Source: an optimization exercise on an open RTL-to-GDS flow (aim: a short achievable clock period and few clock cycles). Production flows keep margins and buffers that such runs may drop. Function was not checked in any run shown here: the RTL went through the layout flow alone. No activity file was given, so power comes from the tool's default toggle rates.

File: flow/design.v
`timescale 1ns / 1ps
module XCell (input wire a, input wire b, output wire x);
    assign x = a ^ b;
endmodule
module GPCell (input wire a, input wire b, output wire gn, output wire pn);
    assign gn = ~(a & b);
    assign pn = ~(a | b);
endmodule
module LtLeaf (input wire a, input wire b, output wire ltn);
    assign ltn = a | ~b;
endmodule
module PreP (input wire ghn, input wire phn, input wire gln, input wire pln,
             output wire g, output wire p);
    assign g = ~(ghn & (phn | gln));
    assign p = ~(phn | pln);
endmodule
module PreN (input wire gh, input wire ph, input wire gl, input wire pl,
             output wire gn, output wire pn);
    assign gn = ~(gh | (ph & gl));
    assign pn = ~(ph & pl);
endmodule
module Inv2 (input wire g, input wire p, output wire gn, output wire pn);
    assign gn = ~g;
    assign pn = ~p;
endmodule
module KSAdd #(parameter W = 32, parameter L = 5) (
    input  wire [W-1:0] a,
    input  wire [W-1:0] b,
    output wire [W-1:0] s
    );
    wire [W-1:0] x;
    wire [W-1:0] g [0:L];
    wire [W-1:0] p [0:L];
    genvar l, i;
    generate
        for (i = 0; i < W; i = i + 1) begin : leaf
            XCell  xc (.a(a[i]), .b(b[i]), .x(x[i]));
            GPCell gp (.a(a[i]), .b(b[i]), .gn(g[0][i]), .pn(p[0][i]));
        end
        for (l = 0; l < L; l = l + 1) begin : lvl
            for (i = 0; i < W; i = i + 1) begin : bit_
                if (i >= (1 << l)) begin : pre
                    if (l % 2 == 0) begin : np
                        PreP c (.ghn(g[l][i]), .phn(p[l][i]), .gln(g[l][i - (1 << l)]),
                                .pln(p[l][i - (1 << l)]), .g(g[l+1][i]), .p(p[l+1][i]));
                    end else begin : pn
                        PreN c (.gh(g[l][i]), .ph(p[l][i]), .gl(g[l][i - (1 << l)]),
                                .pl(p[l][i - (1 << l)]), .gn(g[l+1][i]), .pn(p[l+1][i]));
                    end
                end else begin : pass
                    Inv2 c (.g(g[l][i]), .p(p[l][i]), .gn(g[l+1][i]), .pn(p[l+1][i]));
                end
            end
        end
        wire [W-1:0] c;
        if (L % 2 == 1) begin : codd
            assign c = g[L];
        end else begin : cevn
            assign c = ~g[L];
        end
        assign s[0] = x[0];
        for (i = 1; i < W; i = i + 1) begin : sum
            XCell sc (.a(x[i]), .b(c[i-1]), .x(s[i]));
        end
    endgenerate
endmodule
module CmpTree #(parameter SGN = 0) (
    input  wire [31:0] a,
    input  wire [31:0] b,
    output wire        lt,
    output wire        eq
    );
    wire [31:0] l0, e0;
    wire [15:0] l1, e1;      
    wire [7:0]  l2, e2;      
    wire [3:0]  l3, e3;      
    wire [1:0]  l4, e4;      
    genvar i;
    generate
        for (i = 0; i < 31; i = i + 1) begin : t0
            LtLeaf lf (.a(a[i]), .b(b[i]), .ltn(l0[i]));
            XCell  xf (.a(a[i]), .b(b[i]), .x(e0[i]));
        end
        if (SGN) begin : msb_s
            LtLeaf lf (.a(b[31]), .b(a[31]), .ltn(l0[31]));
        end else begin : msb_u
            LtLeaf lf (.a(a[31]), .b(b[31]), .ltn(l0[31]));
        end
        XCell xf31 (.a(a[31]), .b(b[31]), .x(e0[31]));
        for (i = 0; i < 16; i = i + 1) begin : t1
            PreP c (.ghn(l0[2*i+1]), .phn(e0[2*i+1]), .gln(l0[2*i]), .pln(e0[2*i]),
                    .g(l1[i]), .p(e1[i]));
        end
        for (i = 0; i < 8; i = i + 1) begin : t2
            PreN c (.gh(l1[2*i+1]), .ph(e1[2*i+1]), .gl(l1[2*i]), .pl(e1[2*i]),
                    .gn(l2[i]), .pn(e2[i]));
        end
        for (i = 0; i < 4; i = i + 1) begin : t3
            PreP c (.ghn(l2[2*i+1]), .phn(e2[2*i+1]), .gln(l2[2*i]), .pln(e2[2*i]),
                    .g(l3[i]), .p(e3[i]));
        end
        for (i = 0; i < 2; i = i + 1) begin : t4
            PreN c (.gh(l3[2*i+1]), .ph(e3[2*i+1]), .gl(l3[2*i]), .pl(e3[2*i]),
                    .gn(l4[i]), .pn(e4[i]));
        end
    endgenerate
    PreP top (.ghn(l4[1]), .phn(e4[1]), .gln(l4[0]), .pln(e4[0]), .g(lt), .p(eq));
endmodule
module RedirCell (
    input  wire alw,
    input  wire sEq, input wire sNe, input wire sLt, input wire sGe,
    input  wire sLtu, input wire sGeu,
    input  wire eq, input wire lt, input wire ltu,
    output wire r
    );
    assign r = alw | (sEq & eq) | (sNe & ~eq) | (sLt & lt) | (sGe & ~lt)
             | (sLtu & ltu) | (sGeu & ~ltu);
endmodule
module ResCell (
    input  wire sAdd, input wire sum, input wire sSub, input wire dif,
    input  wire rest,
    output wire y
    );
    assign y = (sAdd & sum) | (sSub & dif) | rest;
endmodule
module ResCell0 (
    input  wire sAdd, input wire sum, input wire sSub, input wire dif,
    input  wire sLt, input wire lt, input wire sLtu, input wire ltu,
    input  wire rest,
    output wire y
    );
    assign y = (sAdd & sum) | (sSub & dif) | (sLt & lt) | (sLtu & ltu) | rest;
endmodule
module AluCore (
    input  wire [31:0] opA,       
    input  wire [31:0] opB,
    input  wire [4:0]  shamt,
    input  wire [31:0] opAc,      
    input  wire [31:0] opBc,
    input  wire [9:0]  sel,       
    input  wire        sra,
    input  wire [31:0] constv,
    output wire [31:0] res,
    output wire        eq,
    output wire        lt,
    output wire        ltu
    );
    wire [31:0] sum, difN;
    KSAdd #(32, 5) addAB (.a(opA), .b(opB), .s(sum));
    KSAdd #(32, 5) subAB (.a(~opA), .b(opB), .s(difN));    
    wire [31:0] dif = ~difN;
    wire [31:0] sll = opA << shamt;
    wire [31:0] srx = $signed({sra & opA[31], opA}) >>> shamt;
    wire        eqS;
    CmpTree #(0) cmpU (.a(opAc), .b(opBc), .lt(ltu), .eq(eq));
    CmpTree #(1) cmpS (.a(opAc), .b(opBc), .lt(lt), .eq(eqS));
    wire [31:0] rest =
          ({32{sel[2]}} & sll)
        | ({32{sel[5]}} & (opA ^ opB))
        | ({32{sel[6]}} & srx)
        | ({32{sel[7]}} & (opA | opB))
        | ({32{sel[8]}} & (opA & opB))
        | ({32{sel[9]}} & constv);
    genvar i;
    generate
        ResCell0 rc0 (.sAdd(sel[0]), .sum(sum[0]), .sSub(sel[1]), .dif(dif[0]),
                      .sLt(sel[3]), .lt(lt), .sLtu(sel[4]), .ltu(ltu), .rest(rest[0]), .y(res[0]));
        for (i = 1; i < 32; i = i + 1) begin : r
            ResCell rc (.sAdd(sel[0]), .sum(sum[i]), .sSub(sel[1]), .dif(dif[i]),
                        .rest(rest[i]), .y(res[i]));
        end
    endgenerate
endmodule
`timescale 1ns / 1ps
module Dec (
    input  wire [31:0] ir,
    output wire isLui, output wire isAuipc, output wire isJal, output wire isJalr,
    output wire isBr, output wire isLd, output wire isSt, output wire isOpi,
    output wire isOp,
    output wire use1,             
    output wire use2,             
    output wire wr,               
    output wire [4:0]  rd, output wire [4:0] rs1, output wire [4:0] rs2,
    output wire [2:0]  f3, output wire f7,
    output wire [31:0] immI, output wire [31:0] immS, output wire [31:0] immB,
    output wire [31:0] immU, output wire [31:0] immJ
    );
    wire [4:0] op = ir[6:2];
    assign isLui   = (op == 5'b01101);
    assign isAuipc = (op == 5'b00101);
    assign isJal   = (op == 5'b11011);
    assign isJalr  = (op == 5'b11001);
    assign isBr    = (op == 5'b11000);
    assign isLd    = (op == 5'b00000);
    assign isSt    = (op == 5'b01000);
    assign isOpi   = (op == 5'b00100);
    assign isOp    = (op == 5'b01100);
    assign rd  = ir[11:7];
    assign rs1 = ir[19:15];
    assign rs2 = ir[24:20];
    assign f3  = ir[14:12];
    assign f7  = ir[30];
    assign use1 = !(isLui | isAuipc | isJal);
    assign use2 = isOp | isSt | isBr;
    assign wr   = (isLui | isAuipc | isJal | isJalr | isLd | isOpi | isOp) && (rd != 5'd0);
    assign immI = {{20{ir[31]}}, ir[31:20]};
    assign immS = {{20{ir[31]}}, ir[31:25], ir[11:7]};
    assign immB = {{19{ir[31]}}, ir[31], ir[7], ir[30:25], ir[11:8], 1'b0};
    assign immU = {ir[31:12], 12'b0};
    assign immJ = {{11{ir[31]}}, ir[31], ir[19:12], ir[20], ir[30:21], 1'b0};
endmodule
`timescale 1ns / 1ps
module RV32Core(
    input  wire        CPU_CLK,
    input  wire        CPU_RST,
    output wire [31:0] imem_addr,
    input  wire [31:0] imem_rdata,
    output wire [31:0] dmem_addr,
    output wire [3:0]  dmem_we,
    output wire [31:0] dmem_wdata,
    input  wire [31:0] dmem_rdata
    );
    localparam NB = 4;      
    localparam NL = 32;     
    integer k;
    genvar gi;
    reg  [31:2]   pcF;
    reg  [31:2]   pcO;           
    reg  [31:2]   pcL;           
    reg  [NB-1:0] bValid;
    reg  [31:2]   bTag  [0:NB-1];
    reg  [31:2]   bTagM [0:NB-1];
    reg  [31:2]   bTgt  [0:NB-1];
    reg  [1:0]    bCtr  [0:NB-1];
    reg  [1:0]    bPtr;
    reg           updV, updTaken, updJal;
    reg  [NB-1:0] updHit;
    reg  [31:2]   updPc, updPcM, updTgt;
    reg  [NL-1:0] lbV;
    reg  [12:7]   lbTag [0:NL-1];    
    reg  [31:13]  lbHi;              
    reg  [31:0]   lbW   [0:NL-1];
    reg           fillOk;
    reg           vF2, g2F2;     
    reg  [31:2]   pcF2, pcF2p, pcF2m;    
    reg           pred0F2, pred1F2;
    reg  [NB-1:0] hit0F2, hit1F2;
    reg  [31:0]   lbWF2;
    localparam NQ = 6;
    reg  [NQ-1:0] qV;
    reg  [31:0]   qIr   [0:NQ-1];
    reg  [31:2]   qPc   [0:NQ-1];
    reg           qPred [0:NQ-1];
    reg  [NB-1:0] qHit  [0:NQ-1];
    reg  [31:2]   qTgt  [0:NQ-1];    
    reg  [9:0]    qRsN  [0:NQ-1];    
    reg           validE, predE;
    reg  [NB-1:0] bHitE;
    reg           elE, elM;      
    reg           wrE, ldE, stE, brE, jalE;
    reg  [4:0]    rdE;
    reg  [2:0]    f3E;
    reg           sraE;
    reg  [9:0]    aluSelE;       
    reg  [31:0]   rfAE, rfBE, immE, constE;
    reg  [4:0]    rfSE;
    reg  [1:0]    fAE, fBE, fSE, fACE, fBCE, fAGE;    
    reg           rAlwE, rEqE, rNeE, rLtE, rGeE, rLtuE, rGeuE, tPcE, tAguE;
    reg  [31:2]   tgtE, linkE, pcE;
    reg           wr1E;
    reg  [4:0]    rd1E;
    reg           sra1E;
    reg  [9:0]    aluSel1E;
    reg  [31:0]   rfA1E, rfB1E, const1E;
    reg  [4:0]    rfS1E;
    reg  [1:0]    fA1E, fB1E, fS1E, fAC1E, fBC1E;
    reg           redirM;        
    reg  [31:2]   redirTgtM;
    reg           wrM, ldM;
    reg  [4:0]    rdM;
    reg  [31:0]   resM;
    reg  [2:0]    f3M;
    reg  [1:0]    alM;
    reg  [31:0]   daddrM, dwdataM;
    reg  [3:0]    dweM;
    reg           wrM1;
    reg  [4:0]    rdM1;
    reg  [31:0]   resM1;
    reg           wrW, ldW;
    reg  [4:0]    rdW;
    reg  [31:0]   resW;
    reg  [2:0]    f3W;
    reg  [1:0]    alW;
    reg           wrW1;
    reg  [4:0]    rdW1;
    reg  [31:0]   resW1;
    reg  [31:0]   rf [1:31];
    assign imem_addr  = {pcO, 2'b00};
    assign dmem_addr  = daddrM;
    assign dmem_we    = dweM;
    assign dmem_wdata = dwdataM;
    wire [1:0]  ldAl = elM ? alM : alW;
    wire [2:0]  ldF3 = elM ? f3M : f3W;
    wire [31:0] ldShift = dmem_rdata >> {ldAl, 3'b000};
    reg  [31:0] ldVal;
    always @(*) begin
        case (ldF3)
            3'b000:  ldVal = {{24{ldShift[7]}},  ldShift[7:0]};
            3'b001:  ldVal = {{16{ldShift[15]}}, ldShift[15:0]};
            3'b100:  ldVal = {24'b0, ldShift[7:0]};
            3'b101:  ldVal = {16'b0, ldShift[15:0]};
            default: ldVal = dmem_rdata;
        endcase
    end
    wire [31:0] wbData  = ldW ? ldVal : resW;
    wire [31:0] memData = elM ? ldVal : resM;
    reg  [NB-1:0] hit0F, hit1F;
    reg  [31:2]   tgt0F, tgt1F;
    reg           pred0F, pred1F;
    always @(*) begin
        tgt0F = 30'b0; tgt1F = 30'b0;
        pred0F = 1'b0; pred1F = 1'b0;
        for (k = 0; k < NB; k = k + 1) begin
            hit0F[k] = bValid[k] && (bTag[k]  == pcF);
            hit1F[k] = bValid[k] && (bTagM[k] == pcF);
            if (hit0F[k]) begin
                tgt0F  = tgt0F | bTgt[k];
                pred0F = pred0F | bCtr[k][1];
            end
            if (hit1F[k]) begin
                tgt1F  = tgt1F | bTgt[k];
                pred1F = pred1F | bCtr[k][1];
            end
        end
    end
    wire [4:0]  lbIdx = pcL[6:2];
    reg  [NL-1:0] lbEq;
    always @(*) begin
        for (k = 0; k < NL; k = k + 1)
            lbEq[k] = lbV[k] && (lbTag[k] == pcL[12:7]);
    end
    wire        lbHit = lbEq[lbIdx] && (lbHi == pcL[31:13]);
    wire [31:2] pcFp1 = pcF + 30'd1;
    wire [31:2] pcFp2 = pcF + 30'd2;
    wire [31:0] ir0 = qIr[0];
    wire [31:0] ir1 = qIr[1];
    wire [31:2] pc0 = qPc[0];
    wire [31:2] pc1 = qPc[1];
    wire        pred0 = qPred[0];
    wire [NB-1:0] bHit0 = qHit[0];
    wire isLui, isAuipc, isJal, isJalr, isBr, isLd, isSt, isOpi, isOp, use1, use2, wrD, f7D;
    wire [4:0]  rdD, rs1D, rs2D;
    wire [2:0]  f3D;
    wire [31:0] immI, immS, immB, immU, immJ;
    Dec dec0 (.ir(ir0), .isLui(isLui), .isAuipc(isAuipc), .isJal(isJal), .isJalr(isJalr),
              .isBr(isBr), .isLd(isLd), .isSt(isSt), .isOpi(isOpi), .isOp(isOp),
              .use1(use1), .use2(use2), .wr(wrD), .rd(rdD), .rs1(rs1D), .rs2(rs2D),
              .f3(f3D), .f7(f7D), .immI(immI), .immS(immS), .immB(immB), .immU(immU),
              .immJ(immJ));
    wire isLui1, isAuipc1, isJal1, isJalr1, isBr1, isLd1, isSt1, isOpi1, isOp1, use11, use21, wr1D, f71;
    wire [4:0]  rd1, rs11, rs21;
    wire [2:0]  f31;
    wire [31:0] immI1, immS1, immB1, immU1, immJ1;
    Dec dec1 (.ir(ir1), .isLui(isLui1), .isAuipc(isAuipc1), .isJal(isJal1), .isJalr(isJalr1),
              .isBr(isBr1), .isLd(isLd1), .isSt(isSt1), .isOpi(isOpi1), .isOp(isOp1),
              .use1(use11), .use2(use21), .wr(wr1D), .rd(rd1), .rs1(rs11), .rs2(rs21),
              .f3(f31), .f7(f71), .immI(immI1), .immS(immS1), .immB(immB1), .immU(immU1),
              .immJ(immJ1));
    wire [31:0] pcImmD = {qTgt[0], 2'b00};
    wire [31:2] linkD = pc0 + 30'd1;
    wire [31:2] pcImm1 = qTgt[1];
    function [31:0] rdReg;
        input [4:0] a;
        input [4:0] ar;      
        reg sM1, sM0, sW1, sW0, sRf;
        begin
            sM1 = wrM1 && rdM1 == a;
            sM0 = wrM && rdM == a && !sM1;
            sW1 = wrW1 && rdW1 == a && !sM1 && !sM0;
            sW0 = wrW && rdW == a && !sM1 && !sM0 && !sW1;
            sRf = !(sM1 || sM0 || sW1 || sW0) && (a != 5'd0);
            rdReg = ({32{sM1}} & resM1)
                  | ({32{sM0 && !elM}} & resM)
                  | ({32{(sM0 && elM) || (sW0 && ldW)}} & ldVal)
                  | ({32{sW1}} & resW1)
                  | ({32{sW0 && !ldW}} & resW)
                  | ({32{sRf}} & rf[ar]);
        end
    endfunction
    wire [9:0]  rsR0 = ~qRsN[0];
    wire [9:0]  rsR1 = ~qRsN[1];
    wire [31:0] rdA  = rdReg(rs1D, rsR0[4:0]);
    wire [31:0] rdB  = rdReg(rs2D, rsR0[9:5]);
    wire [31:0] rdA1 = rdReg(rs11, rsR1[4:0]);
    wire [31:0] rdB1 = rdReg(rs21, rsR1[9:5]);
    function [1:0] fwd;
        input [4:0] a;
        begin
            fwd[1] = wr1E && rd1E == a;
            fwd[0] = wrE && rdE == a && !(wr1E && rd1E == a);
        end
    endfunction
    function hz;
        input [4:0] a;
        begin
            hz = (wrE && (ldE || elE) && rdE == a) || (wrM && ldM && rdM == a);
        end
    endfunction
    wire stall0 = qV[0] && ((use1 && hz(rs1D)) || (use2 && hz(rs2D)));
    wire hz1    = (use11 && hz(rs11)) || (use21 && hz(rs21));
    wire elD = isLd && (rs1D == 5'd0) && !(validE && (ldE || stE));
    wire sTakeD  = !pred0 && !(|bHit0) && (isJal || (isBr && ir0[31]));
    wire predXD  = pred0 || sTakeD;    
    wire brEq  = isBr && (f3D == 3'b000 ? !predXD : (f3D == 3'b001 ?  predXD : 1'b0));
    wire brNe  = isBr && (f3D == 3'b000 ?  predXD : (f3D == 3'b001 ? !predXD : 1'b0));
    wire brLt  = isBr && (f3D == 3'b100 ? !predXD : (f3D == 3'b101 ?  predXD : 1'b0));
    wire brGe  = isBr && (f3D == 3'b100 ?  predXD : (f3D == 3'b101 ? !predXD : 1'b0));
    wire brLtu = isBr && (f3D == 3'b110 ? !predXD : (f3D == 3'b111 ?  predXD : 1'b0));
    wire brGeu = isBr && (f3D == 3'b110 ?  predXD : (f3D == 3'b111 ? !predXD : 1'b0));
    wire brAlw = isJalr || (isJal && !predXD) || (!isBr && !isJal && predXD);
    wire iss0   = qV[0] && !stall0 && !redirM;
    wire redirD = iss0 && sTakeD;                
    wire ctrl0  = isBr || isJal || isJalr || pred0;
    wire dep10  = wrD && ((use11 && rdD == rs11) || (use21 && rdD == rs21));
    wire alu1   = isOp1 || isOpi1 || isLui1 || isAuipc1;
    wire iss1   = iss0 && qV[1] && alu1 && !qPred[1] && !ctrl0 && !dep10 && !hz1;
    function [31:0] fsel;
        input [1:0] f; input [31:0] r;
        begin
            fsel = f[1] ? resM1 : (f[0] ? resM : r);
        end
    endfunction
    wire [31:0] opA  = fsel(fAE, rfAE);
    wire [31:0] opB  = fsel(fBE, rfBE);       
    wire [31:0] opAc = fsel(fACE, rfAE);
    wire [31:0] opBc = fsel(fBCE, rfBE);
    wire [31:0] opAg = fsel(fAGE, rfAE);
    wire [4:0]  shamt = fSE[1] ? resM1[4:0] : (fSE[0] ? resM[4:0] : rfSE);
    wire [31:0] aluOut;
    wire        beq, slt, sltu;
    AluCore alu0 (.opA(opA), .opB(opB), .shamt(shamt), .opAc(opAc), .opBc(opBc),
                  .sel(aluSelE), .sra(sraE), .constv(constE), .res(aluOut),
                  .eq(beq), .lt(slt), .ltu(sltu));
    reg  cond;
    always @(*) begin
        case (f3E)
            3'b000:  cond = beq;
            3'b001:  cond = !beq;
            3'b100:  cond = slt;
            3'b101:  cond = !slt;
            3'b110:  cond = sltu;
            default: cond = !sltu;
        endcase
    end
    wire takenE = jalE || (brE && cond);
    wire [31:0] agu;
    KSAdd #(32, 5) addAgu (.a(opAg), .b(immE), .s(agu));
    wire redirE;
    RedirCell rdc (.alw(rAlwE), .sEq(rEqE), .sNe(rNeE), .sLt(rLtE), .sGe(rGeE),
                   .sLtu(rLtuE), .sGeu(rGeuE), .eq(beq), .lt(slt), .ltu(sltu), .r(redirE));
    wire [31:2] redirTgt = tPcE ? tgtE : (tAguE ? agu[31:2] : linkE);
    reg [3:0] weE;
    always @(*) begin
        case (f3E[1:0])
            2'b00:   weE = 4'b0001 << agu[1:0];
            2'b01:   weE = agu[1] ? 4'b1100 : 4'b0011;
            default: weE = 4'b1111;
        endcase
    end
    wire [31:0] stData = (f3E[1:0] == 2'b00) ? {4{opB[7:0]}} :
                         (f3E[1:0] == 2'b01) ? {2{opB[15:0]}} : opB;
    wire [31:0] opA1  = fsel(fA1E, rfA1E);
    wire [31:0] opB1  = fsel(fB1E, rfB1E);
    wire [31:0] opA1c = fsel(fAC1E, rfA1E);
    wire [31:0] opB1c = fsel(fBC1E, rfB1E);
    wire [4:0]  shamt1 = fS1E[1] ? resM1[4:0] : (fS1E[0] ? resM[4:0] : rfS1E);
    wire [31:0] aluOut1;
    wire        eq1u, lt1u, ltu1u;
    AluCore alu1c (.opA(opA1), .opB(opB1), .shamt(shamt1), .opAc(opA1c), .opBc(opB1c),
                   .sel(aluSel1E), .sra(sra1E), .constv(const1E), .res(aluOut1),
                   .eq(eq1u), .lt(lt1u), .ltu(ltu1u));
    wire kc0 = !iss0;
    wire kc1 = iss0 && !iss1;
    wire kc2 = iss1;
    wire [2:0] cnt = qV[5] ? 3'd6 : (qV[4] ? 3'd5 : (qV[3] ? 3'd4 : (qV[2] ? 3'd3 :
                     (qV[1] ? 3'd2 : (qV[0] ? 3'd1 : 3'd0)))));
    wire       a0V  = vF2;
    wire       a1V  = vF2 && g2F2;
    reg  [NQ-1:0] cV     [0:2];
    reg  [31:0]   cIr    [0:2][0:NQ-1];
    reg  [31:2]   cPc    [0:2][0:NQ-1];
    reg           cPred  [0:2][0:NQ-1];
    reg  [NB-1:0] cHit   [0:2][0:NQ-1];
    reg  [31:2]   cTgt   [0:2][0:NQ-1];
    reg  [9:0]    cRsN   [0:2][0:NQ-1];
    function [31:0] immPcOf;
        input [31:0] w;
        begin
            if (w[6:2] == 5'b11011)      immPcOf = {{11{w[31]}}, w[31], w[19:12], w[20], w[30:21], 1'b0};
            else if (w[6:2] == 5'b00101) immPcOf = {w[31:12], 12'b0};
            else                         immPcOf = {{19{w[31]}}, w[31], w[7], w[30:25], w[11:8], 1'b0};
        end
    endfunction
    wire [31:0] immA0 = immPcOf(imem_rdata);
    wire [31:0] immA1 = immPcOf(lbWF2);
    wire [31:2] tgtA0, tgtA1;
    KSAdd #(30, 5) addT0 (.a(pcF2),  .b(immA0[31:2]), .s(tgtA0));
    KSAdd #(30, 5) addT1 (.a(pcF2p), .b(immA1[31:2]), .s(tgtA1));
    reg  [2:0]    cDrop;      
    reg  [2:0]    cDrop0;     
    integer i, j;
    always @(*) begin
        for (j = 0; j < 3; j = j + 1) begin
            cDrop0[j] = a0V && (cnt - j == NQ);
            cDrop[j]  = cDrop0[j] || (a1V && (cnt - j >= NQ - 1));
            for (i = 0; i < NQ; i = i + 1) begin
                if (i + j < NQ && qV[i + j]) begin
                    cV[j][i] = 1'b1;
                    cIr[j][i] = qIr[i + j]; cPc[j][i] = qPc[i + j];
                    cPred[j][i] = qPred[i + j]; cHit[j][i] = qHit[i + j];
                    cTgt[j][i] = qTgt[i + j]; cRsN[j][i] = qRsN[i + j];
                end else if (i == cnt - j) begin
                    cV[j][i] = a0V;
                    cIr[j][i] = imem_rdata; cPc[j][i] = pcF2;
                    cPred[j][i] = pred0F2; cHit[j][i] = hit0F2;
                    cTgt[j][i] = tgtA0; cRsN[j][i] = ~{imem_rdata[24:20], imem_rdata[19:15]};
                end else begin
                    cV[j][i] = a1V && (i == cnt - j + 1);
                    cIr[j][i] = lbWF2; cPc[j][i] = pcF2p;
                    cPred[j][i] = pred1F2; cHit[j][i] = hit1F2;
                    cTgt[j][i] = tgtA1; cRsN[j][i] = ~{lbWF2[24:20], lbWF2[19:15]};
                end
            end
        end
    end
    wire       flush = redirM || redirD;
    wire       dropA = (kc0 && cDrop[0]) || (kc1 && cDrop[1]) || (kc2 && cDrop[2]);
    wire       dropF = (kc0 && cDrop0[0]);    
    reg        dropR;
    reg [31:2] dropPcR;
    wire        special = redirM || redirD || dropR || pred0F;
    wire [31:2] specT   = redirM ? redirTgtM : (redirD ? pcImmD[31:2] : (dropR ? dropPcR : tgt0F));
    wire [31:2] hitT    = pred1F ? tgt1F : pcFp2;
    wire [31:2] pcNext  = special ? specT : (lbHit ? hitT : pcFp1);
    wire        g2Next  = !special && lbHit;
    always @(posedge CPU_CLK or posedge CPU_RST) begin
        if (CPU_RST) begin
            pcF     <= 30'b0;
            vF2     <= 1'b0;
            dropR   <= 1'b0;
            fillOk  <= 1'b0;
            qV      <= {NQ{1'b0}};
            validE  <= 1'b0;
            rAlwE   <= 1'b0;
            rEqE    <= 1'b0;
            rNeE    <= 1'b0;
            rLtE    <= 1'b0;
            rGeE    <= 1'b0;
            rLtuE   <= 1'b0;
            rGeuE   <= 1'b0;
            wrE     <= 1'b0;
            ldE     <= 1'b0;
            elE     <= 1'b0;
            elM     <= 1'b0;
            stE     <= 1'b0;
            brE     <= 1'b0;
            jalE    <= 1'b0;
            wr1E    <= 1'b0;
            wrM     <= 1'b0;
            ldM     <= 1'b0;
            wrM1    <= 1'b0;
            redirM  <= 1'b0;
            wrW     <= 1'b0;
            ldW     <= 1'b0;
            wrW1    <= 1'b0;
            bValid  <= {NB{1'b0}};
            bPtr    <= 2'b0;
            updV    <= 1'b0;
            lbV     <= {NL{1'b0}};
        end else begin
            pcF    <= pcNext;
            vF2    <= !(flush || dropA || dropR);
            dropR  <= dropA && !flush;
            fillOk <= 1'b1;
            if (fillOk) begin
                if (lbHi != pcF2m[31:13]) begin
                    lbV <= {NL{1'b0}};
                    lbV[pcF2m[6:2]] <= 1'b1;
                end else begin
                    lbV[pcF2m[6:2]] <= 1'b1;
                end
            end
            qV <= flush ? {NQ{1'b0}} : (kc2 ? cV[2] : (kc1 ? cV[1] : cV[0]));
            redirM <= redirE && !redirM;
            validE <= iss0;
            rAlwE  <= iss0 && brAlw;
            rEqE   <= iss0 && brEq;
            rNeE   <= iss0 && brNe;
            rLtE   <= iss0 && brLt;
            rGeE   <= iss0 && brGe;
            rLtuE  <= iss0 && brLtu;
            rGeuE  <= iss0 && brGeu;
            wrE    <= iss0 && wrD;
            ldE    <= iss0 && isLd && !elD;
            elE    <= iss0 && isLd && elD;
            stE    <= iss0 && isSt;
            brE    <= iss0 && isBr;
            jalE   <= iss0 && isJal;
            wr1E   <= iss1 && wr1D;
            wrM  <= wrE && !redirM;
            ldM  <= ldE && !redirM;
            elM  <= elE && !redirM;
            wrM1 <= wr1E && !redirM;
            wrW  <= wrM;
            ldW  <= ldM;
            wrW1 <= wrM1;
            updV <= validE && (brE || jalE) && !redirM;
            if (updV && !(|updHit) && updTaken) begin
                bValid[bPtr] <= 1'b1;
                bPtr         <= bPtr + 2'd1;
            end
        end
    end
    always @(posedge CPU_CLK) begin
        pcO     <= CPU_RST ? 30'b0 : pcNext;
        pcL     <= CPU_RST ? {30{1'b1}} : pcNext;
        dweM    <= (CPU_RST || redirM || !stE) ? 4'b0 : weE;
        pcF2    <= pcF;
        pcF2p   <= pcFp1;
        pcF2m   <= pcF - 30'd1;
        pred0F2 <= pred0F;
        pred1F2 <= pred1F;
        hit0F2  <= hit0F;
        hit1F2  <= hit1F;
        g2F2    <= g2Next;
        lbWF2   <= lbW[lbIdx];
        if (fillOk) begin
            lbTag[pcF2m[6:2]] <= pcF2m[12:7];
            lbHi              <= pcF2m[31:13];
            lbW[pcF2m[6:2]]   <= imem_rdata;
        end
        for (i = 0; i < NQ; i = i + 1) begin
            qIr[i]   <= kc2 ? cIr[2][i]   : (kc1 ? cIr[1][i]   : cIr[0][i]);
            qPc[i]   <= kc2 ? cPc[2][i]   : (kc1 ? cPc[1][i]   : cPc[0][i]);
            qPred[i] <= kc2 ? cPred[2][i] : (kc1 ? cPred[1][i] : cPred[0][i]);
            qHit[i]  <= kc2 ? cHit[2][i]  : (kc1 ? cHit[1][i]  : cHit[0][i]);
            qTgt[i]  <= kc2 ? cTgt[2][i]  : (kc1 ? cTgt[1][i]  : cTgt[0][i]);
            qRsN[i]  <= kc2 ? cRsN[2][i]  : (kc1 ? cRsN[1][i]  : cRsN[0][i]);
        end
        dropPcR <= dropF ? pcF2 : pcF2p;
        pcE      <= pc0;
        predE    <= predXD;
        bHitE    <= bHit0;
        rdE      <= rdD;
        f3E      <= f3D;
        sraE     <= f7D;
        immE     <= isSt ? immS : immI;
        constE   <= isLui ? immU : (isAuipc ? pcImmD : {linkD, 2'b00});
        aluSelE  <= (isOp | isOpi) ?
                    { 1'b0, f3D == 3'b111, f3D == 3'b110, f3D == 3'b101,
                      f3D == 3'b100, f3D == 3'b011, f3D == 3'b010, f3D == 3'b001,
                      (f3D == 3'b000) && isOp && f7D, (f3D == 3'b000) && !(isOp && f7D) } :
                    10'b10_0000_0000;
        rfAE     <= rdA;
        rfBE     <= isOpi ? immI : rdB;
        rfSE     <= isOp ? rdB[4:0] : immI[4:0];
        fAE      <= fwd(rs1D);
        fBE      <= isOpi ? 2'b00 : fwd(rs2D);
        fSE      <= isOp ? fwd(rs2D) : 2'b00;
        fACE     <= (isBr || isOp || isOpi) ? fwd(rs1D) : 2'b00;
        fBCE     <= (isBr || isOp) ? fwd(rs2D) : 2'b00;
        fAGE     <= (isLd || isSt || isJalr) ? fwd(rs1D) : 2'b00;
        tgtE     <= pcImmD[31:2];
        linkE    <= linkD;
        tPcE     <= (isBr && !predXD) || isJal;
        tAguE    <= isJalr;
        rd1E     <= rd1;
        sra1E    <= f71;
        const1E  <= isLui1 ? immU1 : {pcImm1, 2'b00};
        aluSel1E <= (isOp1 | isOpi1) ?
                    { 1'b0, f31 == 3'b111, f31 == 3'b110, f31 == 3'b101,
                      f31 == 3'b100, f31 == 3'b011, f31 == 3'b010, f31 == 3'b001,
                      (f31 == 3'b000) && isOp1 && f71, (f31 == 3'b000) && !(isOp1 && f71) } :
                    10'b10_0000_0000;
        rfA1E    <= rdA1;
        rfB1E    <= isOpi1 ? immI1 : rdB1;
        rfS1E    <= isOp1 ? rdB1[4:0] : immI1[4:0];
        fA1E     <= fwd(rs11);
        fB1E     <= isOpi1 ? 2'b00 : fwd(rs21);
        fS1E     <= isOp1 ? fwd(rs21) : 2'b00;
        fAC1E    <= (isOp1 || isOpi1) ? fwd(rs11) : 2'b00;
        fBC1E    <= isOp1 ? fwd(rs21) : 2'b00;
        updHit   <= bHitE;
        updTaken <= takenE;
        updJal   <= jalE;
        updPc    <= pcE;
        updPcM   <= pcE - 30'd1;
        updTgt   <= tgtE;
        if (updV) begin
            if (|updHit) begin
                for (k = 0; k < NB; k = k + 1)
                    if (updHit[k] && bTag[k] == updPc) begin
                        if (updTaken && bCtr[k] != 2'b11) bCtr[k] <= bCtr[k] + 2'd1;
                        if (!updTaken && bCtr[k] != 2'b00) bCtr[k] <= bCtr[k] - 2'd1;
                    end
            end else if (updTaken) begin
                bTag[bPtr]  <= updPc;
                bTagM[bPtr] <= updPcM;
                bTgt[bPtr]  <= updTgt;
                bCtr[bPtr]  <= updJal ? 2'b11 : 2'b10;
            end
        end
        redirTgtM <= redirTgt;
        rdM     <= rdE;
        resM    <= aluOut;
        f3M     <= f3E;
        alM     <= agu[1:0];
        daddrM  <= elD ? immI : agu;
        dwdataM <= stData;
        rdM1    <= rd1E;
        resM1   <= aluOut1;
        rdW   <= rdM;
        resW  <= elM ? ldVal : resM;
        f3W   <= f3M;
        alW   <= alM;
        rdW1  <= rdM1;
        resW1 <= resM1;
    end
    integer r;
    always @(posedge CPU_CLK or posedge CPU_RST) begin
        if (CPU_RST) begin
            for (r = 1; r < 32; r = r + 1) rf[r] <= 32'b0;
        end else begin
            for (r = 1; r < 32; r = r + 1) begin
                if (wrW1 && rdW1 == r)     rf[r] <= resW1;
                else if (wrW && rdW == r)  rf[r] <= wbData;
            end
        end
    end
endmodule
File: flow/flow/run.sh
#!/bin/bash
set -euo pipefail
bash standard.sh SETUP_SLACK_MARGIN=6.8 finish > standard_flow.log 2>&1
File: flow/standard.sh
#!/bin/bash
# synth_recipe.tcl (not shown) runs the flow's synth.tcl, then flattens the netlist and writes it again
# the make line also repeats each setting of config.mk as NAME=value (left out here)
make -C /OpenROAD-flow-scripts/flow DESIGN_CONFIG=/design/flow/config.mk WORK_HOME=/design/flow/orfs CLKGATE_MAP_FILE= SYNTH_SCRIPT=/design/flow/synth_recipe.tcl "${@:-finish}"
File: flow/config.mk
export PLATFORM = sky130hd
export DESIGN_NAME = RV32Core
export DESIGN_NICKNAME = RV32Core
export VERILOG_FILES = /design/flow/design.v
export SDC_FILE = /design/flow/constraint.sdc
export NUM_CORES = 8
export LEC_CHECK = 0
export CAP_MARGIN = 20
export CORE_MARGIN = 2
export CORE_UTILIZATION = 22
export CTS_CLUSTER_DIAMETER = 150
export CTS_CLUSTER_SIZE = 40
export GPL_TIMING_DRIVEN = 1
export SLEW_MARGIN = 20
export SYNTH_HIERARCHICAL = 1
export TNS_END_PERCENT = 100
File: flow/constraint.sdc
create_clock -name core_clock -period 10.0 [get_ports {CPU_CLK}]
set_input_delay 2.0000 -clock core_clock [delete_from_list [all_inputs] [get_ports {CPU_CLK}]]
set_output_delay 2.0000 -clock core_clock [all_outputs]
set_load 0.01 [all_outputs]
==> parameters.txt, run 1 <==
Parameter                              Value

Floorplan
  Starting density of the core ... 22.0%
  Number of core rows ... 401
  Num ports ... 166
  Vertical die dimension ... 1.10 mm
  Width of the chip ... 1.10 mm

Placed design
  GPL Wtd Cong ... 1.07
  HPWL Detailed ... 957 mm
  Count of input and output buffers ... 161

GRT
  Leftover overflow at the end of global routing ... 1
  Maximum number of pins on one net before global-route repair ... 134
  Total global-route track usage ... 28.6%

Status
  Error Message ... [ERROR GRT-0232] Routing congestion too high. Check the congestion heatmap in the GUI.
  Status ... aborted with a tool error
  Stage reached ... 5_1_grt

Synthesis
  Cells after Synth ... 29,300
  Syn Std Cell Area ... 262,000 um^2
  Mean post-synth cell area ... 8.95 um^2
  Total of warnings raised by yosys ... 90

Clocking
  CTS buffer count ... 137
  Buffer depth of the longest clock path ... 4
  Hold buffer count at CTS ... 0
  Maximum level of the CTS H-tree ... 4
  Root Buffer ... sky130_fd_sc_hd__clkbuf_16
==> through the flow <==
stage / hold WS, ns / std cells / cell area [um^2] / worst slack [ns]
3_5_place_dp: 0.314 / 43500 / 283000 / 3.23
4_1_cts: 0.351 / 45400 / 326000 / 5.63
3_3_place_gp: 0.313 / 43500 / 282000 / 3.24
2_1_floorplan: 0.310 / 29300 / 262000 / 4.25
==> power by group through the flow <==
| stage | clock network [W] | registers [W] | logic, W |
|---|---|---|---|
| CTS | 0.00892 | 0.0332 | 0.0903 |
| detailed placement | 0 | 0.0339 | 0.0719 |
| global placement | 0 | 0.0340 | 0.0716 |
| floorplan | 0 | 0.0293 | 0.0442 |
==> how the worst min path moves through the flow <==
stage | end | slack, ns | depth (start not counted)
4_1_cts | updHit[1] | 0.35 | 0
3_3_place_gp | updHit[3] | 0.31 | 0
3_5_place_dp | updHit[1] | 0.31 | 0
2_1_floorplan | updHit[0] | 0.31 | 0
==> layer usage <==
| layer | overflow | track usage [%] |
|---|---|---|
| met1 | 0 | 31.1 |
| met2 | 0 | 35.6 |
| met3 | 0 | 20.6 |
| met4 | 0 | 24.0 |
| met5 | 1 | 12.0 |
==> timing repair <==
action	CTS
gates resized for setup	4660
pin swaps	869
setup buffers	1323
gates cloned	353
endpoints found under the setup margin	3893
==> run 2: changes to the inputs <==
--- a/flow/design.v
+++ b/flow/design.v
@@ -247,13 +247,17 @@
     reg  [NB-1:0] hit0F2, hit1F2;
     reg  [31:0]   lbWF2;
     localparam NQ = 6;
+    localparam QW = 10 + 30 + NB + 1 + 30 + 32;
     reg  [NQ-1:0] qV;
-    reg  [31:0]   qIr   [0:NQ-1];
-    reg  [31:2]   qPc   [0:NQ-1];
-    reg           qPred [0:NQ-1];
-    reg  [NB-1:0] qHit  [0:NQ-1];
-    reg  [31:2]   qTgt  [0:NQ-1];    
-    reg  [9:0]    qRsN  [0:NQ-1];    
+    reg  [QW-1:0] qE [0:NQ-1];
+    wire [31:0]   qIr   [0:1];
+    wire [31:2]   qPc   [0:1];
+    wire          qPred [0:1];
+    wire [NB-1:0] qHit  [0:1];
+    wire [31:2]   qTgt  [0:1];
+    wire [9:0]    qRsN  [0:1];
+    assign {qRsN[0], qTgt[0], qHit[0], qPred[0], qPc[0], qIr[0]} = qE[0];
+    assign {qRsN[1], qTgt[1], qHit[1], qPred[1], qPc[1], qIr[1]} = qE[1];
     reg           validE, predE;
     reg  [NB-1:0] bHitE;
     reg           elE, elM;      
@@ -273,7 +277,10 @@
     reg  [9:0]    aluSel1E;
     reg  [31:0]   rfA1E, rfB1E, const1E;
     reg  [4:0]    rfS1E;
-    reg  [1:0]    fA1E, fB1E, fS1E, fAC1E, fBC1E;
+    reg  [1:0]    fA1E, fB1E, fS1E, fAC1E, fBC1E, fAG1E;
+    reg           ld1E, st1E;    
+    reg  [2:0]    f31E;
+    reg  [31:0]   imm1E;
     reg           redirM;        
     reg  [31:2]   redirTgtM;
     reg           wrM, ldM;
@@ -283,15 +290,19 @@
     reg  [1:0]    alM;
     reg  [31:0]   daddrM, dwdataM;
     reg  [3:0]    dweM;
-    reg           wrM1;
+    reg           wrM1, ldM1;
     reg  [4:0]    rdM1;
     reg  [31:0]   resM1;
+    reg  [2:0]    f3M1;
+    reg  [1:0]    alM1;
     reg           wrW, ldW;
     reg  [4:0]    rdW;
     reg  [31:0]   resW;
     reg  [2:0]    f3W;
     reg  [1:0]    alW;
-    reg           wrW1;
+    reg  [2:0]    f3W1;
+    reg  [1:0]    alW1;
+    reg           wrW1, ldW1;
     reg  [4:0]    rdW1;
     reg  [31:0]   resW1;
     reg  [31:0]   rf [1:31];
@@ -299,8 +310,8 @@
     assign dmem_addr  = daddrM;
     assign dmem_we    = dweM;
     assign dmem_wdata = dwdataM;
-    wire [1:0]  ldAl = elM ? alM : alW;
-    wire [2:0]  ldF3 = elM ? f3M : f3W;
+    wire [1:0]  ldAl = elM ? alM : (ldW1 ? alW1 : alW);
+    wire [2:0]  ldF3 = elM ? f3M : (ldW1 ? f3W1 : f3W);
     wire [31:0] ldShift = dmem_rdata >> {ldAl, 3'b000};
     reg  [31:0] ldVal;
     always @(*) begin
@@ -313,6 +324,7 @@
         endcase
     end
     wire [31:0] wbData  = ldW ? ldVal : resW;
+    wire [31:0] wbData1 = ldW1 ? ldVal : resW1;
     wire [31:0] memData = elM ? ldVal : resM;
     reg  [NB-1:0] hit0F, hit1F;
     reg  [31:2]   tgt0F, tgt1F;
@@ -382,7 +394,8 @@
             rdReg = ({32{sM1}} & resM1)
                   | ({32{sM0 && !elM}} & resM)
                   | ({32{(sM0 && elM) || (sW0 && ldW)}} & ldVal)
-                  | ({32{sW1}} & resW1)
+                  | ({32{sW1 && ldW1}} & ldVal)
+                  | ({32{sW1 && !ldW1}} & resW1)
                   | ({32{sW0 && !ldW}} & resW)
                   | ({32{sRf}} & rf[ar]);
         end
@@ -403,12 +416,13 @@
     function hz;
         input [4:0] a;
         begin
-            hz = (wrE && (ldE || elE) && rdE == a) || (wrM && ldM && rdM == a);
+            hz = (wrE && (ldE || elE) && rdE == a) || (wrM && ldM && rdM == a)
+              || (wr1E && ld1E && rd1E == a) || (wrM1 && ldM1 && rdM1 == a);
         end
     endfunction
     wire stall0 = qV[0] && ((use1 && hz(rs1D)) || (use2 && hz(rs2D)));
     wire hz1    = (use11 && hz(rs11)) || (use21 && hz(rs21));
-    wire elD = isLd && (rs1D == 5'd0) && !(validE && (ldE || stE));
+    wire elD = isLd && (rs1D == 5'd0) && !(validE && (ldE || stE)) && !ld1E && !st1E;
     wire sTakeD  = !pred0 && !(|bHit0) && (isJal || (isBr && ir0[31]));
     wire predXD  = pred0 || sTakeD;    
     wire brEq  = isBr && (f3D == 3'b000 ? !predXD : (f3D == 3'b001 ?  predXD : 1'b0));
@@ -420,10 +434,11 @@
     wire brAlw = isJalr || (isJal && !predXD) || (!isBr && !isJal && predXD);
     wire iss0   = qV[0] && !stall0 && !redirM;
     wire redirD = iss0 && sTakeD;                
-    wire ctrl0  = isBr || isJal || isJalr || pred0;
+    wire ctrl0  = isJalr || sTakeD || (pred0 && !isBr && !isJal);
     wire dep10  = wrD && ((use11 && rdD == rs11) || (use21 && rdD == rs21));
     wire alu1   = isOp1 || isOpi1 || isLui1 || isAuipc1;
-    wire iss1   = iss0 && qV[1] && alu1 && !qPred[1] && !ctrl0 && !dep10 && !hz1;
+    wire mem1   = (isLd1 || isSt1) && !(isLd || isSt) && !(isBr || isJal || isJalr || pred0);
+    wire iss1   = iss0 && qV[1] && (alu1 || mem1) && !qPred[1] && !ctrl0 && !dep10 && !hz1;
     function [31:0] fsel;
         input [1:0] f; input [31:0] r;
         begin
@@ -474,6 +489,19 @@
     wire [31:0] opA1c = fsel(fAC1E, rfA1E);
     wire [31:0] opB1c = fsel(fBC1E, rfB1E);
     wire [4:0]  shamt1 = fS1E[1] ? resM1[4:0] : (fS1E[0] ? resM[4:0] : rfS1E);
+    wire [31:0] opA1g = fsel(fAG1E, rfA1E);
+    wire [31:0] agu1;
+    KSAdd #(32, 5) addAgu1 (.a(opA1g), .b(imm1E), .s(agu1));
+    reg [3:0] weE1;
+    always @(*) begin
+        case (f31E[1:0])
+            2'b00:   weE1 = 4'b0001 << agu1[1:0];
+            2'b01:   weE1 = agu1[1] ? 4'b1100 : 4'b0011;
+            default: weE1 = 4'b1111;
+        endcase
+    end
+    wire [31:0] stData1 = (f31E[1:0] == 2'b00) ? {4{opB1[7:0]}} :
+                          (f31E[1:0] == 2'b01) ? {2{opB1[15:0]}} : opB1;
     wire [31:0] aluOut1;
     wire        eq1u, lt1u, ltu1u;
     AluCore alu1c (.opA(opA1), .opB(opB1), .shamt(shamt1), .opAc(opA1c), .opBc(opB1c),
@@ -486,13 +514,6 @@
                      (qV[1] ? 3'd2 : (qV[0] ? 3'd1 : 3'd0)))));
     wire       a0V  = vF2;
     wire       a1V  = vF2 && g2F2;
-    reg  [NQ-1:0] cV     [0:2];
-    reg  [31:0]   cIr    [0:2][0:NQ-1];
-    reg  [31:2]   cPc    [0:2][0:NQ-1];
-    reg           cPred  [0:2][0:NQ-1];
-    reg  [NB-1:0] cHit   [0:2][0:NQ-1];
-    reg  [31:2]   cTgt   [0:2][0:NQ-1];
-    reg  [9:0]    cRsN   [0:2][0:NQ-1];
     function [31:0] immPcOf;
         input [31:0] w;
         begin
@@ -501,41 +522,50 @@
             else                         immPcOf = {{19{w[31]}}, w[31], w[7], w[30:25], w[11:8], 1'b0};
         end
     endfunction
-    wire [31:0] immA0 = immPcOf(imem_rdata);
-    wire [31:0] immA1 = immPcOf(lbWF2);
-    wire [31:2] tgtA0, tgtA1;
-    KSAdd #(30, 5) addT0 (.a(pcF2),  .b(immA0[31:2]), .s(tgtA0));
-    KSAdd #(30, 5) addT1 (.a(pcF2p), .b(immA1[31:2]), .s(tgtA1));
-    reg  [2:0]    cDrop;      
-    reg  [2:0]    cDrop0;     
+    function [31:2] tgtSel;
+        input [31:0] w;
+        input [31:2] tB, tJ, tU;
+        begin
+            if (w[6:2] == 5'b11011)      tgtSel = tJ;
+            else if (w[6:2] == 5'b00101) tgtSel = tU;
+            else                         tgtSel = tB;
+        end
+    endfunction
+    wire [31:0] w0 = imem_rdata;
+    wire [31:0] w1 = lbWF2;
+    wire [31:2] tB0, tJ0, tU0, tB1, tJ1, tU1;
+    KSAdd #(30, 5) addB0 (.a(pcF2),  .b({{19{w0[31]}}, w0[31], w0[7], w0[30:25], w0[11:9]}), .s(tB0));
+    KSAdd #(30, 5) addJ0 (.a(pcF2),  .b({{11{w0[31]}}, w0[31], w0[19:12], w0[20], w0[30:22]}), .s(tJ0));
+    KSAdd #(30, 5) addU0 (.a(pcF2),  .b({w0[31:12], 10'b0}), .s(tU0));
+    KSAdd #(30, 5) addB1 (.a(pcF2p), .b({{19{w1[31]}}, w1[31], w1[7], w1[30:25], w1[11:9]}), .s(tB1));
+    KSAdd #(30, 5) addJ1 (.a(pcF2p), .b({{11{w1[31]}}, w1[31], w1[19:12], w1[20], w1[30:22]}), .s(tJ1));
+    KSAdd #(30, 5) addU1 (.a(pcF2p), .b({w1[31:12], 10'b0}), .s(tU1));
+    wire [31:2] tgtA0 = tgtSel(w0, tB0, tJ0, tU0);
+    wire [31:2] tgtA1 = tgtSel(w1, tB1, tJ1, tU1);
+    wire [QW-1:0] eA0 = {~{imem_rdata[24:20], imem_rdata[19:15]}, tgtA0, hit0F2, pred0F2, pcF2, imem_rdata};
+    wire [QW-1:0] eA1 = {~{lbWF2[24:20], lbWF2[19:15]}, tgtA1, hit1F2, pred1F2, pcF2p, lbWF2};
+    reg  [NQ-1:0] sA0, sA1, qVn;
+    reg  [NQ-1:0] sQ [0:2];
+    reg  [QW-1:0] qEn [0:NQ-1];
     integer i, j;
     always @(*) begin
-        for (j = 0; j < 3; j = j + 1) begin
-            cDrop0[j] = a0V && (cnt - j == NQ);
-            cDrop[j]  = cDrop0[j] || (a1V && (cnt - j >= NQ - 1));
-            for (i = 0; i < NQ; i = i + 1) begin
-                if (i + j < NQ && qV[i + j]) begin
-                    cV[j][i] = 1'b1;
-                    cIr[j][i] = qIr[i + j]; cPc[j][i] = qPc[i + j];
-                    cPred[j][i] = qPred[i + j]; cHit[j][i] = qHit[i + j];
-                    cTgt[j][i] = qTgt[i + j]; cRsN[j][i] = qRsN[i + j];
-                end else if (i == cnt - j) begin
-                    cV[j][i] = a0V;
-                    cIr[j][i] = imem_rdata; cPc[j][i] = pcF2;
-                    cPred[j][i] = pred0F2; cHit[j][i] = hit0F2;
-                    cTgt[j][i] = tgtA0; cRsN[j][i] = ~{imem_rdata[24:20], imem_rdata[19:15]};
-                end else begin
-                    cV[j][i] = a1V && (i == cnt - j + 1);
-                    cIr[j][i] = lbWF2; cPc[j][i] = pcF2p;
-                    cPred[j][i] = pred1F2; cHit[j][i] = hit1F2;
-                    cTgt[j][i] = tgtA1; cRsN[j][i] = ~{lbWF2[24:20], lbWF2[19:15]};
-                end
-            end
+        for (i = 0; i < NQ; i = i + 1) begin
+            sQ[0][i] = kc0 && qV[i];
+            sQ[1][i] = kc1 && (i + 1 < NQ) && qV[(i + 1) % NQ];
+            sQ[2][i] = kc2 && (i + 2 < NQ) && qV[(i + 2) % NQ];
+            sA0[i] = a0V && ((kc0 && cnt == i) || (kc1 && cnt == i + 1) || (kc2 && cnt == i + 2));
+            sA1[i] = a1V && ((kc0 && cnt + 1 == i) || (kc1 && cnt == i) || (kc2 && cnt == i + 1));
+            qVn[i] = sQ[0][i] || sQ[1][i] || sQ[2][i] || sA0[i] || sA1[i];
+            qEn[i] = ({QW{sQ[0][i]}} & qE[i])
+                   | ({QW{sQ[1][i]}} & qE[(i + 1) % NQ])
+                   | ({QW{sQ[2][i]}} & qE[(i + 2) % NQ])
+                   | ({QW{sA0[i]}} & eA0)
+                   | ({QW{sA1[i]}} & eA1);
         end
     end
+    wire       dropF = a0V && kc0 && (cnt == NQ);           
+    wire       dropA = dropF || (a1V && ((kc0 && cnt >= NQ - 1) || (kc1 && cnt == NQ)));
     wire       flush = redirM || redirD;
-    wire       dropA = (kc0 && cDrop[0]) || (kc1 && cDrop[1]) || (kc2 && cDrop[2]);
-    wire       dropF = (kc0 && cDrop0[0]);    
     reg        dropR;
     reg [31:2] dropPcR;
     wire        special = redirM || redirD || dropR || pred0F;
@@ -566,6 +596,10 @@
             brE     <= 1'b0;
             jalE    <= 1'b0;
             wr1E    <= 1'b0;
+            ld1E    <= 1'b0;
+            st1E    <= 1'b0;
+            ldM1    <= 1'b0;
+            ldW1    <= 1'b0;
             wrM     <= 1'b0;
             ldM     <= 1'b0;
             wrM1    <= 1'b0;
@@ -590,7 +624,7 @@
                     lbV[pcF2m[6:2]] <= 1'b1;
                 end
             end
-            qV <= flush ? {NQ{1'b0}} : (kc2 ? cV[2] : (kc1 ? cV[1] : cV[0]));
+            qV <= flush ? {NQ{1'b0}} : qVn;
             redirM <= redirE && !redirM;
             validE <= iss0;
             rAlwE  <= iss0 && brAlw;
@@ -607,13 +641,17 @@
             brE    <= iss0 && isBr;
             jalE   <= iss0 && isJal;
             wr1E   <= iss1 && wr1D;
+            ld1E   <= iss1 && isLd1;
+            st1E   <= iss1 && isSt1;
             wrM  <= wrE && !redirM;
             ldM  <= ldE && !redirM;
             elM  <= elE && !redirM;
             wrM1 <= wr1E && !redirM;
+            ldM1 <= ld1E && !redirM;
             wrW  <= wrM;
             ldW  <= ldM;
-            wrW1 <= wrM1;
+            wrW1 <= wrM1 && !redirM;      
+            ldW1 <= ldM1 && !redirM;
             updV <= validE && (brE || jalE) && !redirM;
             if (updV && !(|updHit) && updTaken) begin
                 bValid[bPtr] <= 1'b1;
@@ -624,7 +662,7 @@
     always @(posedge CPU_CLK) begin
         pcO     <= CPU_RST ? 30'b0 : pcNext;
         pcL     <= CPU_RST ? {30{1'b1}} : pcNext;
-        dweM    <= (CPU_RST || redirM || !stE) ? 4'b0 : weE;
+        dweM    <= (CPU_RST || redirM || !(stE || st1E)) ? 4'b0 : (st1E ? weE1 : weE);
         pcF2    <= pcF;
         pcF2p   <= pcFp1;
         pcF2m   <= pcF - 30'd1;
@@ -640,12 +678,7 @@
             lbW[pcF2m[6:2]]   <= imem_rdata;
         end
         for (i = 0; i < NQ; i = i + 1) begin
-            qIr[i]   <= kc2 ? cIr[2][i]   : (kc1 ? cIr[1][i]   : cIr[0][i]);
-            qPc[i]   <= kc2 ? cPc[2][i]   : (kc1 ? cPc[1][i]   : cPc[0][i]);
-            qPred[i] <= kc2 ? cPred[2][i] : (kc1 ? cPred[1][i] : cPred[0][i]);
-            qHit[i]  <= kc2 ? cHit[2][i]  : (kc1 ? cHit[1][i]  : cHit[0][i]);
-            qTgt[i]  <= kc2 ? cTgt[2][i]  : (kc1 ? cTgt[1][i]  : cTgt[0][i]);
-            qRsN[i]  <= kc2 ? cRsN[2][i]  : (kc1 ? cRsN[1][i]  : cRsN[0][i]);
+            qE[i] <= qEn[i];
         end
         dropPcR <= dropF ? pcF2 : pcF2p;
         pcE      <= pc0;
@@ -689,6 +722,9 @@
         fB1E     <= isOpi1 ? 2'b00 : fwd(rs21);
         fS1E     <= isOp1 ? fwd(rs21) : 2'b00;
         fAC1E    <= (isOp1 || isOpi1) ? fwd(rs11) : 2'b00;
+        fAG1E    <= (isLd1 || isSt1) ? fwd(rs11) : 2'b00;
+        f31E     <= f31;
+        imm1E    <= isSt1 ? immS1 : immI1;
         fBC1E    <= isOp1 ? fwd(rs21) : 2'b00;
         updHit   <= bHitE;
         updTaken <= takenE;
@@ -715,14 +751,18 @@
         resM    <= aluOut;
         f3M     <= f3E;
         alM     <= agu[1:0];
-        daddrM  <= elD ? immI : agu;
-        dwdataM <= stData;
+        daddrM  <= (ld1E || st1E) ? agu1 : (elD ? immI : agu);
+        dwdataM <= st1E ? stData1 : stData;
         rdM1    <= rd1E;
+        f3M1    <= f31E;
+        alM1    <= agu1[1:0];
         resM1   <= aluOut1;
         rdW   <= rdM;
         resW  <= elM ? ldVal : resM;
         f3W   <= f3M;
         alW   <= alM;
+        f3W1  <= f3M1;
+        alW1  <= alM1;
         rdW1  <= rdM1;
         resW1 <= resM1;
     end
@@ -732,7 +772,7 @@
             for (r = 1; r < 32; r = r + 1) rf[r] <= 32'b0;
         end else begin
             for (r = 1; r < 32; r = r + 1) begin
-                if (wrW1 && rdW1 == r)     rf[r] <= resW1;
+                if (wrW1 && rdW1 == r)     rf[r] <= wbData1;
                 else if (wrW && rdW == r)  rf[r] <= wbData;
             end
         end
==> parameters.txt, run 2 <==
Parameter                              Value

Floorplan
  Num ports ... 166
  Starting density of the core ... 22.1%
  Vertical die dimension ... 1.08 mm
  Number of core rows ... 393
  Width of the chip ... 1.08 mm

Synthesis
  Syn Std Cell Area ... 252,000 um^2
  Mean post-synth cell area ... 9.15 um^2
  Total of warnings raised by yosys ... 77
  Cells after Synth ... 27,600

Status
  Status ... aborted with a tool error
  Error Message ... [ERROR GRT-0232] Routing congestion too high. Check the congestion heatmap in the GUI.
  Stage reached ... 5_1_grt

Placed design
  HPWL Detailed ... 1010 mm
  Placed Instances ... 41,700
  Count of input and output buffers ... 161
  GPL Wtd Cong ... 1.06
  Cell area after placement ... 274,000 um^2

GRT
  Total global-route track usage ... 30.9%
  Leftover overflow at the end of global routing ... 1
  Maximum number of pins on one net before global-route repair ... 107

Clocking
  Buffer depth of the longest clock path ... 4
  CTS buffer count ... 143
  Root Buffer ... sky130_fd_sc_hd__clkbuf_16
  Maximum level of the CTS H-tree ... 4
==> run 2: worst max path at each step <==
stage	slack (ns)	to	startpoint	depth (start not counted)
global placement	4.27	rf[17][14]	dmem_rdata[31]	8
detailed placement	4.20	rf[27][14]	dmem_rdata[23]	8
floorplan	4.02	bPtr[0]	CPU_RST	4
CTS	6.25	imem_addr[23]	pcO[23]	1
==> run 2: power groups by stage <==
| stage | Combinational, W | Sequential (W) | Clock, W |
|---|---|---|---|
| CTS | 0.0329 | 0.0227 | 0.00914 |
| detailed placement | 0.0255 | 0.0230 | 0 |
| global placement | 0.0254 | 0.0230 | 0 |
| floorplan | 0.0157 | 0.0220 | 0 |
==> run 2: repair_timing <==
| action | in CTS |
|---|---|
| gates resized for setup | 4964 |
| cloned | 406 |
| pin swaps | 1252 |
| hold buffers | 0 |
| endpoints found under the setup margin | 3320 |
| setup buffers | 1200 |
==> run 2: stage by stage <==
stage / utilization, % / worst slack (ns) / hold WS, ns
CTS: 27.7 / 6.25 / 0.334
detailed placement: 23.9 / 4.20 / 0.312
global placement: 23.9 / 4.27 / 0.311
floorplan: - / 4.02 / 0.310
==> run 2: metal layers <==
layer,GRT overflow,track usage (%)
met1,0,34.2
met2,1,39.1
met3,0,21.2
met4,0,24.8
met5,0,12.7
==> run 3: changes to the inputs <==
--- a/flow/config.mk
+++ b/flow/config.mk
@@ -7,9 +7,7 @@
 export LEC_CHECK = 0
 export CAP_MARGIN = 20
 export CORE_MARGIN = 2
-export CORE_UTILIZATION = 22
-export CTS_CLUSTER_DIAMETER = 150
-export CTS_CLUSTER_SIZE = 40
+export CORE_UTILIZATION = 32
 export GPL_TIMING_DRIVEN = 1
 export SLEW_MARGIN = 20
 export SYNTH_HIERARCHICAL = 1
==> parameters.txt, run 3 <==
Parameter                              Value

Status
  Status ... aborted with a tool error
  Stage reached ... 5_1_grt
  Error Message ... [ERROR GRT-0232] Routing congestion too high. Check the congestion heatmap in the GUI.

Placed design
  HPWL Detailed ... 959 mm
  Count of input and output buffers ... 161
  Worst slack, placed ... 4.19 ns
  GPL Wtd Cong ... 1.10
  Placed Instances ... 36,900

Clocking
  Maximum level of the CTS H-tree ... 5
  Buffer depth of the longest clock path ... 4
  Root Buffer ... sky130_fd_sc_hd__clkbuf_16
  CTS buffer count ... 468

GRT
  Maximum number of pins on one net before global-route repair ... 146
  Leftover overflow at the end of global routing ... 6
  Total global-route track usage ... 41.7%

Synthesis
  Mean post-synth cell area ... 9.15 um^2
  Total of warnings raised by yosys ... 77
  Syn Std Cell Area ... 252,000 um^2
  Cells after Synth ... 27,600

Floorplan
  Num ports ... 166
  Vertical die dimension ... 892 um
  Starting density of the core ... 32.1%
  Width of the chip ... 892 um
  Number of core rows ... 326
run 3: power by group through the flow:
| stage | Combinational, W | Clock (W) | Sequential (W) |
|---|---|---|---|
| after CTS | 0.0323 | 0.0189 | 0.0228 |
| after detailed placement | 0.0252 | 0 | 0.0231 |
| after global placement | 0.0250 | 0 | 0.0231 |
| after floorplan | 0.0157 | 0 | 0.0220 |
run 3: through the flow:
stage               hold slack, ns  instance area [um^2]  power [W]
floorplan                    0.310                253000     0.0377
global placement             0.310                268000     0.0481
detailed placement           0.314                268000     0.0483
CTS                          0.311                320000     0.0740
run 3: what timing repair did:
item / in CTS
setup endpoints to repair: 3200
resized for setup: 4560
cloned: 323
buffers inserted: 1101
hold buffers: 0
pin swaps: 1233
run 3: routing by layer:
layer  GRT overflow  track usage (%)
met5              0             15.5
met4              3             33.8
met3              0             27.2
met2              2             52.7
met1              1             47.2
run 3: how the worst max path moves through the flow:
| stage | startpoint | endpoint | cells past startpoint |
|---|---|---|---|
| 2_1_floorplan | CPU_RST | bPtr[0] | 4 |
| 3_3_place_gp | dmem_rdata[31] | rf[23][14] | 8 |
| 3_5_place_dp | dmem_rdata[31] | rf[15][14] | 8 |
| 4_1_cts | pcO[3] | imem_addr[3] | 1 |
==> run 4: changes to the inputs <==
==> flow/flow/run.sh (replaced) <==
#!/bin/bash
set -uo pipefail
M=6.8
if ! bash standard.sh SETUP_SLACK_MARGIN=$M finish > standard_flow.log 2>&1; then
  bash standard.sh SETUP_SLACK_MARGIN=$M \
    "GLOBAL_ROUTE_ARGS=-congestion_iterations 50 -congestion_report_iter_step 5 -allow_congestion -verbose" \
    finish > standard_flow_retry.log 2>&1
fi
--- a/flow/config.mk
+++ b/flow/config.mk
@@ -7,7 +7,7 @@
 export LEC_CHECK = 0
 export CAP_MARGIN = 20
 export CORE_MARGIN = 2
-export CORE_UTILIZATION = 32
+export CORE_UTILIZATION = 35
 export GPL_TIMING_DRIVEN = 1
 export SLEW_MARGIN = 20
 export SYNTH_HIERARCHICAL = 1
==> parameters.txt, run 4 <==
Parameter                              Value

Status
  Status ... aborted with a tool error
  Stage reached ... 5_1_grt
  Error Message ... [ERROR GRT-0232] Routing congestion too high. Check the congestion heatmap in the GUI.

Floorplan
  Num ports ... 166
  Vertical die dimension ... 853 um
  Width of the chip ... 853 um
  Starting density of the core ... 35.2%
  Number of core rows ... 311

Synthesis
  Total of warnings raised by yosys ... 77
  Syn Std Cell Area ... 252,000 um^2
  Cells after Synth ... 27,600
  Mean post-synth cell area ... 9.15 um^2

GRT
  Maximum number of pins on one net before global-route repair ... 138
  Total global-route track usage ... 46.9%
  Leftover overflow at the end of global routing ... 9

Clocking
  Buffer depth of the longest clock path ... 4
  CTS buffer count ... 472
  Root Buffer ... sky130_fd_sc_hd__clkbuf_16
  Maximum level of the CTS H-tree ... 5
  Hold buffer count at CTS ... 0

Placed design
  GPL Wtd Cong ... 1.08
  HPWL Detailed ... 997 mm
  Placed Instances ... 36,000
  Worst slack, placed ... 3.80 ns
  Count of input and output buffers ... 161
## run 4: stage by stage
step | utilization [%] | cell area (um^2) | power (W)
2_1_floorplan | - | 253000 | 0.0377
3_3_place_gp | 37.2 | 267000 | 0.0483
3_5_place_dp | 37.2 | 267000 | 0.0484
4_1_cts | 45.1 | 324000 | 0.0752
## run 4: power groups by stage
stage          combinational (W)  clock (W)  sequential, W
2_1_floorplan             0.0157          0         0.0220
3_3_place_gp              0.0252          0         0.0231
3_5_place_dp              0.0253          0         0.0231
4_1_cts                   0.0339     0.0184         0.0228
## run 4: per-layer routing
metal  global-route usage, %  overflow
met5                    14.3         7
met4                    39.0         0
met3                    29.2         2
met2                    60.2         0
met1                    53.1         0
## run 4: repair_timing
action	4_1_cts
cloned	423
pin swaps	1589
buffers inserted	1177
gates resized for setup	5269
setup endpoints to repair	3364
endpoints found under the hold margin	0
## run 4: how the worst min path moves through the flow
stage            start      end  cells after the start
3_5_place_dp   f3M1[2]  f3W1[2]                      0
4_1_cts        f3M1[2]  f3W1[2]                      0
3_3_place_gp   f31E[2]  f3M1[2]                      0
2_1_floorplan  alM1[0]  alW1[0]                      0
